What follows belongs to an exercise in optimizing a design on an open flow for small area and a short achievable clock period; a production flow would make more cautious choices.
Only simulation tests tie the RTL to the original design; equivalence was not proved.
The flow treats the clock pin as an ideal source, which a real chip does not have.

// rrc_filter
module rrc_filter #(
	parameter WIDTH = 9
)(
	input logic clk,
	input logic rst,
	input logic signed [WIDTH-1:0] filter_in,
	output logic signed [WIDTH-1:0] filter_out
);
  logic [8:0] sr0, sr1, sr2, sr3, sr4, sr5, sr6, sr7, sr8, sr9, sr10, sr11, sr12, sr13, sr14, sr15, sr16, sr17, sr18, sr19, sr20, sr21, sr22, sr23, sr24, sr25, sr26, sr27;
  always_ff @(posedge clk or posedge rst) begin
    if (rst) begin
      sr0 <= 9'h000;
      sr1 <= 9'h000;
      sr2 <= 9'h000;
      sr3 <= 9'h000;
      sr4 <= 9'h000;
      sr5 <= 9'h000;
      sr6 <= 9'h000;
      sr7 <= 9'h000;
      sr8 <= 9'h000;
      sr9 <= 9'h000;
      sr10 <= 9'h000;
      sr11 <= 9'h000;
      sr12 <= 9'h000;
      sr13 <= 9'h000;
      sr14 <= 9'h000;
      sr15 <= 9'h000;
      sr16 <= 9'h000;
      sr17 <= 9'h000;
      sr18 <= 9'h000;
      sr19 <= 9'h000;
      sr20 <= 9'h000;
      sr21 <= 9'h000;
      sr22 <= 9'h000;
      sr23 <= 9'h000;
      sr24 <= 9'h000;
      sr25 <= 9'h000;
      sr26 <= 9'h000;
      sr27 <= 9'h000;
    end else begin
      sr0 <= filter_in;
      sr1 <= sr0;
      sr2 <= sr1;
      sr3 <= sr2;
      sr4 <= sr3;
      sr5 <= sr4;
      sr6 <= sr5;
      sr7 <= sr6;
      sr8 <= sr7;
      sr9 <= sr8;
      sr10 <= sr9;
      sr11 <= sr10;
      sr12 <= sr11;
      sr13 <= sr12;
      sr14 <= sr13;
      sr15 <= sr14;
      sr16 <= sr15;
      sr17 <= sr16;
      sr18 <= sr17;
      sr19 <= sr18;
  ...
For scale: roughly 970 cells after synthesis, roughly 370 flip-flops, about 20 I/O pins, roughly 17000 um^2 of cells after synthesis.
Settings: LEC_CHECK=0, ABC_CLOCK_PERIOD_IN_PS=800, CAP_MARGIN=20, CORE_MARGIN=2, CORE_UTILIZATION=62, CTS_BUF_LIST=sky130_fd_sc_hd__clkbuf_16, CTS_CLUSTER_DIAMETER=90, CTS_CLUSTER_SIZE=32, PLACE_DENSITY=0.67, SLEW_MARGIN=20, SYNTH_HIERARCHICAL=1; clock period 10.5 ns.
standard.sh (not shown) runs the stock make flow with config.mk's settings and CLKGATE_MAP_FILE= SYNTH_SCRIPT=/design/flow/synth_recipe.tcl, a recipe that flattens the netlist after the stock synthesis.
==> flow/flow/run.sh <==
#!/bin/bash
# Own layout flow: the standard ORFS flow (standard.sh, unchanged synthesis), with
#  - timing repair aimed below the design's period (SETUP_SLACK_MARGIN; the SDC is unchanged),
#  - port buffers of a normal buffer cell rather than the smallest one,
#  - after CTS, the clock port drives the tree's branch buffers directly, split in two (flow/flatten_clock_root.tcl).
# Each step's full log is kept by ORFS under orfs/logs/; make's own output goes to flow.log.
set -uo pipefail
here=$(pwd)
bash standard.sh SETUP_SLACK_MARGIN=7.48 "BUFFER_PORTS_ARGS=-buffer_cell sky130_fd_sc_hd__buf_2" \
  "POST_CTS_TCL=$here/flow/flatten_clock_root.tcl" finish > flow.log 2>&1
Other scripts of this flow, unchanged in this note and not shown: flow/flow/flatten_clock_root.tcl
The baseline passed the timing, design-rule and antenna checks.
Next try:
--- a/flow/flow/run.sh
+++ b/flow/flow/run.sh
@@ -7,4 +7,4 @@
 set -uo pipefail
 here=$(pwd)
-bash standard.sh SETUP_SLACK_MARGIN=7.48 "BUFFER_PORTS_ARGS=-buffer_cell sky130_fd_sc_hd__buf_2" \
+bash standard.sh SETUP_SLACK_MARGIN=7.45 "BUFFER_PORTS_ARGS=-buffer_cell sky130_fd_sc_hd__buf_2" \
   "POST_CTS_TCL=$here/flow/flatten_clock_root.tcl" finish > flow.log 2>&1
- CORE_UTILIZATION: 62 -> 76
- PLACE_DENSITY: 0.67 -> 0.81
The new run produced a clean layout.
Hold slack improved by 8.8 ps.
Final cell count is lower by 6.0%.
Synthesized area stays the same.

== red ==
rrc_filter, a different RTL version from the one above (not shown whole).
Size in the first run: about 970 cells after synthesis, about 380 flip-flops, about 20 I/O pins, roughly 17000 µm² of cells after synthesis.
clock: 10.5 ns
lec_check: 0
abc_clock_period_in_ps: 1500
cap_margin: 20
core_margin: 2
core_utilization: 70
cts_buf_list: sky130_fd_sc_hd__clkbuf_16
cts_cluster_diameter: 90
cts_cluster_size: 32
place_density: 0.75
slew_margin: 20
synth_hierarchical: 1
==> flow/flow/run.sh <==
#!/bin/bash
# Own layout flow: the standard ORFS flow (standard.sh, unchanged synthesis), with
#  - timing repair aimed below the design's period (SETUP_SLACK_MARGIN; the SDC is unchanged),
#  - port buffers of a normal buffer cell rather than the smallest one,
#  - after CTS, the clock port drives the tree's branch buffers directly, split in two (flow/flatten_clock_root.tcl).
# Each step's full log is kept by ORFS under orfs/logs/; make's own output goes to flow.log.
set -uo pipefail
here=$(pwd)
bash standard.sh SETUP_SLACK_MARGIN=7.45 "BUFFER_PORTS_ARGS=-buffer_cell sky130_fd_sc_hd__buf_2" \
  "POST_CTS_TCL=$here/flow/flatten_clock_root.tcl" finish > flow.log 2>&1
==> flow/flow/flatten_clock_root.tcl <==
# POST_CTS hook. CTS builds root buffer -> branch buffers -> leaf buffers -> registers.
# 1. Drop the root buffer: the clock port then feeds the branch buffers directly.
set block [ord::get_db_block]
set clknet [$block findNet clk]

proc loads_of {net} {
  set l {}
  foreach it [$net getITerms] { if {[$it isInputSignal]} { lappend l $it } }
  return $l
}
proc out_net {inst} {
  foreach it [$inst getITerms] { if {[$it isOutputSignal]} { return [$it getNet] } }
  return ""
}

set roots [loads_of $clknet]
puts "clock hook: clock port feeds [llength $roots] cell(s)"
if {[llength $roots] == 1} {
  set root [[lindex $roots 0] getInst]
  set out [out_net $root]
  set loads [loads_of $out]
  if {[llength $loads] <= 4 && [llength $loads] > 0} {
    foreach it $loads {
      set pname "[[$it getInst] getName]/[[$it getMTerm] getName]"
      disconnect_pin [$out getName] $pname
      connect_pin clk $pname
    }
    set rname [$root getName]
    set oname [$out getName]
    delete_instance $rname
    delete_net $oname
    puts "clock hook: removed root $rname"
  }
}

set branches [loads_of $clknet]
set nsplit [expr {4 / max(1, [llength $branches])}]
if {[llength $branches] <= 2} {
  set k 0
  foreach bit $branches {
    set b [$bit getInst]
    set bnet [out_net $b]
    set leaves [loads_of $bnet]
    if {[llength $leaves] < 4} continue
    # split the leaves in two halves along the wider spread of their positions
    set pts {}
    foreach it $leaves {
      set li [$it getInst]
      set loc [$li getLocation]
      lappend pts [list $it [lindex $loc 0] [lindex $loc 1]]
    }
    set xs [lmap p $pts {lindex $p 1}]
    set ys [lmap p $pts {lindex $p 2}]
    set dx [expr {[tcl::mathfunc::max {*}$xs] - [tcl::mathfunc::min {*}$xs]}]
    set dy [expr {[tcl::mathfunc::max {*}$ys] - [tcl::mathfunc::min {*}$ys]}]
    set idx [expr {$dx >= $dy ? 1 : 2}]
    set pts [lsort -integer -index $idx $pts]
    set half [expr {[llength $pts] / 2}]
    set moved [lrange $pts $half end]
    set master [[$b getMaster] getName]
    set nname "clkhook_split_${k}"
    set netname "clkhook_net_${k}"
    incr k
    set newnet [odb::dbNet_create $block $netname]
    $newnet setSigType CLOCK
    set inst [odb::dbInst_create $block [[ord::get_db] findMaster $master] $nname]
    set sx 0; set sy 0
    foreach p $moved { set sx [expr {$sx + [lindex $p 1]}]; set sy [expr {$sy + [lindex $p 2]}] }
    set n [llength $moved]
    $inst setLocation [expr {$sx / $n}] [expr {$sy / $n}]
    $inst setPlacementStatus PLACED
    [$inst findITerm A] connect $clknet
    [$inst findITerm X] connect $newnet
    foreach p $moved {
      set it [lindex $p 0]
      $it disconnect
      $it connect $newnet
    }
    # move the original branch buffer to the centroid of the leaves it keeps
    set sx 0; set sy 0
    set kept [lrange $pts 0 [expr {$half - 1}]]
    foreach p $kept { set sx [expr {$sx + [lindex $p 1]}]; set sy [expr {$sy + [lindex $p 2]}] }
    set n [llength $kept]
    $b setLocation [expr {$sx / $n}] [expr {$sy / $n}]
    puts "clock hook: split [$b getName] ([llength $leaves] leaves) into two"
  }
  detailed_placement
  check_placement -verbose
}
estimate_parasitics -placement
report_clock_latency
Input changes introduced in blue (baseline for comparison: red):
# red
export LEC_CHECK = 0
export ABC_CLOCK_PERIOD_IN_PS = 1500
export CAP_MARGIN = 20
export CORE_MARGIN = 2
export CORE_UTILIZATION = 70
export CTS_BUF_LIST = sky130_fd_sc_hd__clkbuf_16
export CTS_CLUSTER_DIAMETER = 90
export CTS_CLUSTER_SIZE = 32
export PLACE_DENSITY = 0.75
export SLEW_MARGIN = 20
export SYNTH_HIERARCHICAL = 1
create_clock -name core_clock -period 10.5 [get_ports {clk}]
# blue
export LEC_CHECK = 0
export ABC_CLOCK_PERIOD_IN_PS = 800
export CAP_MARGIN = 20
export CORE_MARGIN = 2
export CORE_UTILIZATION = 70
export CTS_BUF_LIST = sky130_fd_sc_hd__clkbuf_16
export CTS_CLUSTER_DIAMETER = 80
export CTS_CLUSTER_SIZE = 30
export PLACE_DENSITY = 0.75
export SLEW_MARGIN = 20
export SYNTH_HIERARCHICAL = 1
create_clock -name core_clock -period 10.5 [get_ports {clk}]
-- flow/flow/flatten_clock_root.tcl --
<<< red, line 64
    set newnet [odb::dbNet_create $block $netname]
    $newnet setSigType CLOCK
    set inst [odb::dbInst_create $block [[ord::get_db] findMaster $master] $nname]
>>> blue, line 64
    make_net $netname
    make_instance $nname $master
    set inst [$block findInst $nname]
<<< red, line 72
    [$inst findITerm A] connect $clknet
    [$inst findITerm X] connect $newnet
>>> blue, line 72
    connect_pin clk "$nname/A"
    connect_pin $netname "$nname/X"
    [$block findNet $netname] setSigType CLOCK
<<< red, line 76
      $it disconnect
      $it connect $newnet
>>> blue, line 77
      set pname "[[$it getInst] getName]/[[$it getMTerm] getName]"
      disconnect_pin [$bnet getName] $pname
      connect_pin $netname $pname
==> comparison <==
Re overall die height: no difference whatsoever between blue and red.
Comparing blue against red, there is no change at all in number of nets produced by synthesis.
Synthesized-area fraction occupied by xor and xnor cells of blue is on par with red.
As far as share of flip-flops with an asynchronous set or reset goes, red and blue are indistinguishable; the numbers are identical.
blue -> red: cell count after synthesis delta 0, exact match
blue did not finish: a tool error stopped it during clock tree synthesis.
Summary of blue over red: post-synthesis simple-gate area fraction essentially unchanged, share of the synthesized area in compound gates (AO/OA/AOI/OAI) essentially unchanged.
What green does differently from blue at the input level:
-- flow/flow/run.sh --
<<< blue, line 9
bash standard.sh SETUP_SLACK_MARGIN=7.45 "BUFFER_PORTS_ARGS=-buffer_cell sky130_fd_sc_hd__buf_2" \
>>> green, line 9
bash standard.sh SETUP_SLACK_MARGIN=7.58 "BUFFER_PORTS_ARGS=-buffer_cell sky130_fd_sc_hd__buf_2" \
-- flow/flow/flatten_clock_root.tcl --
<<< blue, line 64
    make_net $netname
    make_instance $nname $master
    set inst [$block findInst $nname]
>>> green, line 64
    set newnet [odb::dbNet_create $block $netname]
    $newnet setSigType CLOCK
    set inst [odb::dbInst_create $block [[ord::get_db] findMaster $master] $nname]
<<< blue, line 72
    connect_pin clk "$nname/A"
    connect_pin $netname "$nname/X"
    [$block findNet $netname] setSigType CLOCK
>>> green, line 72
    [$inst findITerm A] connect $clknet
    [$inst findITerm X] connect $newnet
<<< blue, line 77
      set pname "[[$it getInst] getName]/[[$it getMTerm] getName]"
      disconnect_pin [$bnet getName] $pname
      connect_pin $netname $pname
>>> green, line 76
      $it disconnect
      $it connect $newnet
Findings:
Every stage of the flow completed for green, and the final layout passed the timing, design-rule and antenna checks. Global placer's final weighted congestion down 1.6% in green wrt blue. The area after synthesis on blue is in line with that on green. Re post-synthesis compound-gate area fraction: no difference whatsoever between blue and green. blue → green: detailed placement HPWL saw a decrease, cell area after placement about even, distinct cell type count after synthesis shows no meaningful change.

-- re-timing with driven ports --
How much do the figures lean on ideal ports? The routed layouts below were timed once more, with nothing changed but the port constraints. Step 1: set_driving_cell puts a clkbuf_16 on clk and a buf_2 on each other input, an assumption about the parent block. Step 2 moves the port delays by t, midway between the first and last clock arrival at a register: inputs arrive t later, outputs are due t later. That takes back most of the time a late clock gives input paths. Three values: ideal ports, drivers, drivers and shift; two values: the first two.
| run | t, ns | slack for setup (ns) | worst hold slack (ns) | latest minus earliest clock arrival (ns) | cell pins on the clock port's net |
|---|---|---|---|---|---|
| the first run of note 1 | 0.424 | 7.521 / 7.475 / 7.286 | 0.332 / 0.332 / 0.332 | 0.035 / 0.035 | 4 |
| the second run of note 1 | 0.415 | 7.482 / 7.479 / 7.171 | 0.341 / 0.341 / 0.341 | 0.029 / 0.029 | 4 |
| red | 0.425 | 7.512 / 7.470 / 7.235 | 0.346 / 0.346 / 0.346 | 0.034 / 0.034 | 4 |
| green | 0.423 | 7.533 / 7.481 / 7.332 | 0.326 / 0.326 / 0.326 | 0.036 / 0.036 | 4 |
After both steps setup and hold are still met in every run listed. For the second run of note 1, which loses most, drivers alone change the setup slack by -0.003 ns; drivers and shift together by -0.311 ns.
